From an optimization exercise on the open Yosys and OpenROAD flow, aimed at small area, a short achievable clock period and few clock cycles; shortcuts taken in it are not production practice. At most, simulation tests tie the RTL to the original design; equivalence was not proved. The flow treats the clock pin as an ideal source. Dropping or thinning the clock tree relies on that and would not hold on a real chip. Power and IR drop assume default switching activity.

==> module cache_controller, before the edit <==
module cache_controller (
    input clk,
    input rst,
    input cs_cpu,
    output reg rdy
);
reg [1:0] cnt;
always @(posedge clk) begin
    cnt[0] <= cs_cpu && !cnt[1];
    cnt[1] <= cnt[0];
end
always @(posedge clk or posedge rst) begin
    if (rst)
        rdy <= 1'b0;
    else
        rdy <= cs_cpu && cnt[1] && !cnt[0];
end
endmodule
export LEC_CHECK = 0
export ABC_AREA = 1
export CAP_MARGIN = 20
export CORE_AREA = 3 3 61 61
export CTS_BUF_LIST = sky130_fd_sc_hd__clkbuf_1
export DIE_AREA = 0 0 64 64
export PLACE_DENSITY = 0.6
export SLEW_MARGIN = 20
create_clock -name core_clock -period 10.0 [get_ports {clk}]
standard.sh (not shown) runs the stock make flow with config.mk's settings and CLKGATE_MAP_FILE= SYNTH_SCRIPT=/design/flow/synth_recipe.tcl, a recipe that flattens the netlist after the stock synthesis.
==> flow/flow/run.sh <==
#!/bin/bash
# The standard layout (the standard.sh: ORFS synthesis to finish), with
# two changes: the port buffers are the platform's smallest buffer (buf_1)
# instead of the resizer's default pick, and the clock tree is one clkbuf_1
# (flow/cts_one_buffer.tcl). Make's full output goes to standard_make.log;
# each ORFS step keeps its own log under orfs/logs/.
set -euo pipefail
bash standard.sh \
  "BUFFER_PORTS_ARGS=-buffer_cell sky130_fd_sc_hd__buf_1" \
  "PRE_CTS_TCL=$PWD/flow/cts_one_buffer.tcl" \
  finish > standard_make.log 2>&1
==> flow/flow/cts_one_buffer.tcl <==
# PRE_CTS_TCL hook: for a design this small (three registers, placed close
# together) the clock tree is a single clkbuf_1 between the clock port and
# every register clock pin, placed at the registers' centre. It stands in
# for TritonCTS, whose H-tree here is a root buffer and two leaf buffers.
# The rest of cts.tcl (legalization, timing repair) runs as usual.
rename clock_tree_synthesis tritoncts_clock_tree_synthesis
proc clock_tree_synthesis {args} {
  set block [ord::get_db_block]
  set clk_net [[$block findBTerm clk] getNet]
  set sinks [$clk_net getITerms]
  if {[llength $sinks] == 0 || [llength $sinks] > 8} {
    # not the design this hook is for: leave it to TritonCTS
    return [tritoncts_clock_tree_synthesis {*}$args]
  }
  set sx 0; set sy 0
  foreach it $sinks {
    set bb [[$it getInst] getBBox]
    set sx [expr {$sx + ([$bb xMin] + [$bb xMax]) / 2}]
    set sy [expr {$sy + ([$bb yMin] + [$bb yMax]) / 2}]
  }
  set n [llength $sinks]
  set master [[ord::get_db] findMaster sky130_fd_sc_hd__clkbuf_1]
  set buf [odb::dbInst_create $block $master clkbuf_0_clk]
  set leaf [odb::dbNet_create $block clknet_0_clk]
  $leaf setSigType CLOCK
  $clk_net setSigType CLOCK
  foreach it $sinks {
    $it disconnect
    $it connect $leaf
  }
  [$buf findITerm A] connect $clk_net
  [$buf findITerm X] connect $leaf
  $buf setLocation [expr {$sx / $n}] [expr {$sy / $n}]
  $buf setPlacementStatus PLACED
  set_propagated_clock [all_clocks]
  puts "cts_one_buffer: clkbuf_1 drives $n register clock pins"
}
Change:
--- a/flow/design.v
+++ b/flow/design.v
@@ -3,18 +3,18 @@
     input rst,
     input cs_cpu,
     output reg rdy
 );
-reg [1:0] cnt;
+reg [1:0] cnt_n;
 always @(posedge clk) begin
-    cnt[0] <= cs_cpu && !cnt[1];
-    cnt[1] <= cnt[0];
+    cnt_n[0] <= !(cs_cpu && cnt_n[1]);
+    cnt_n[1] <= cnt_n[0];
 end
 always @(posedge clk or posedge rst) begin
     if (rst)
         rdy <= 1'b0;
     else
-        rdy <= cs_cpu && cnt[1] && !cnt[0];
+        rdy <= cs_cpu && cnt_n[0] && !cnt_n[1];
 end
 endmodule
 module cache_top #(
     parameter ADDR_WIDTH = 16,
The changed run finished clean. Worst hold slack degrades by 12 ps. Final area is lower by 2.3%. Sequential power barely changes. Worst setup slack does not change. Clock skew stays flat. Via count is lower by 1.9%. Wire length is lower by 13%. Final cell count is lower by 1.8%. Global-route usage is lower by 0.40 points. Combinational power is lower by about 8%. Sequential cell count does not change. Synthesized area is lower by 1.1%. Core utilization is lower by 0.12 points. Critical path depth does not change.
Testbench counts after the change, summed over its fixed seeds: cycles 16,000.
The RTL of the first run of this note was laid out without a check of its function. No run of this note takes its clock network from TritonCTS; it comes from the design's own scripts or RTL.

[what the ideal ports hide]
In the flow no input, the clock included, has a driving cell. The finished layouts below were timed again as built, in two steps. Step 1: set_driving_cell puts a clkbuf_16 on clk and a buf_2 on each other input, an assumption about the parent block. Step 2 also shifts input and output timing later by t, the mid clock arrival at the registers, as if the neighbouring blocks saw the same clock. Slacks: ideal / step 1 / step 2; pairs: ideal / step 1.
run | shift t [ns] | setup WS [ns] | slew at the worst register clock pin (ns)
the first run | 0.121 | 5.999 / 5.930 / 5.930 | 0.10 / 0.10
the second run | 0.124 | 5.999 / 5.928 / 5.928 | 0.10 / 0.10
After both steps setup and hold are still met in every run listed. For the second run, which loses most, drivers alone change the setup slack by -0.071 ns; drivers and shift together by -0.071 ns.
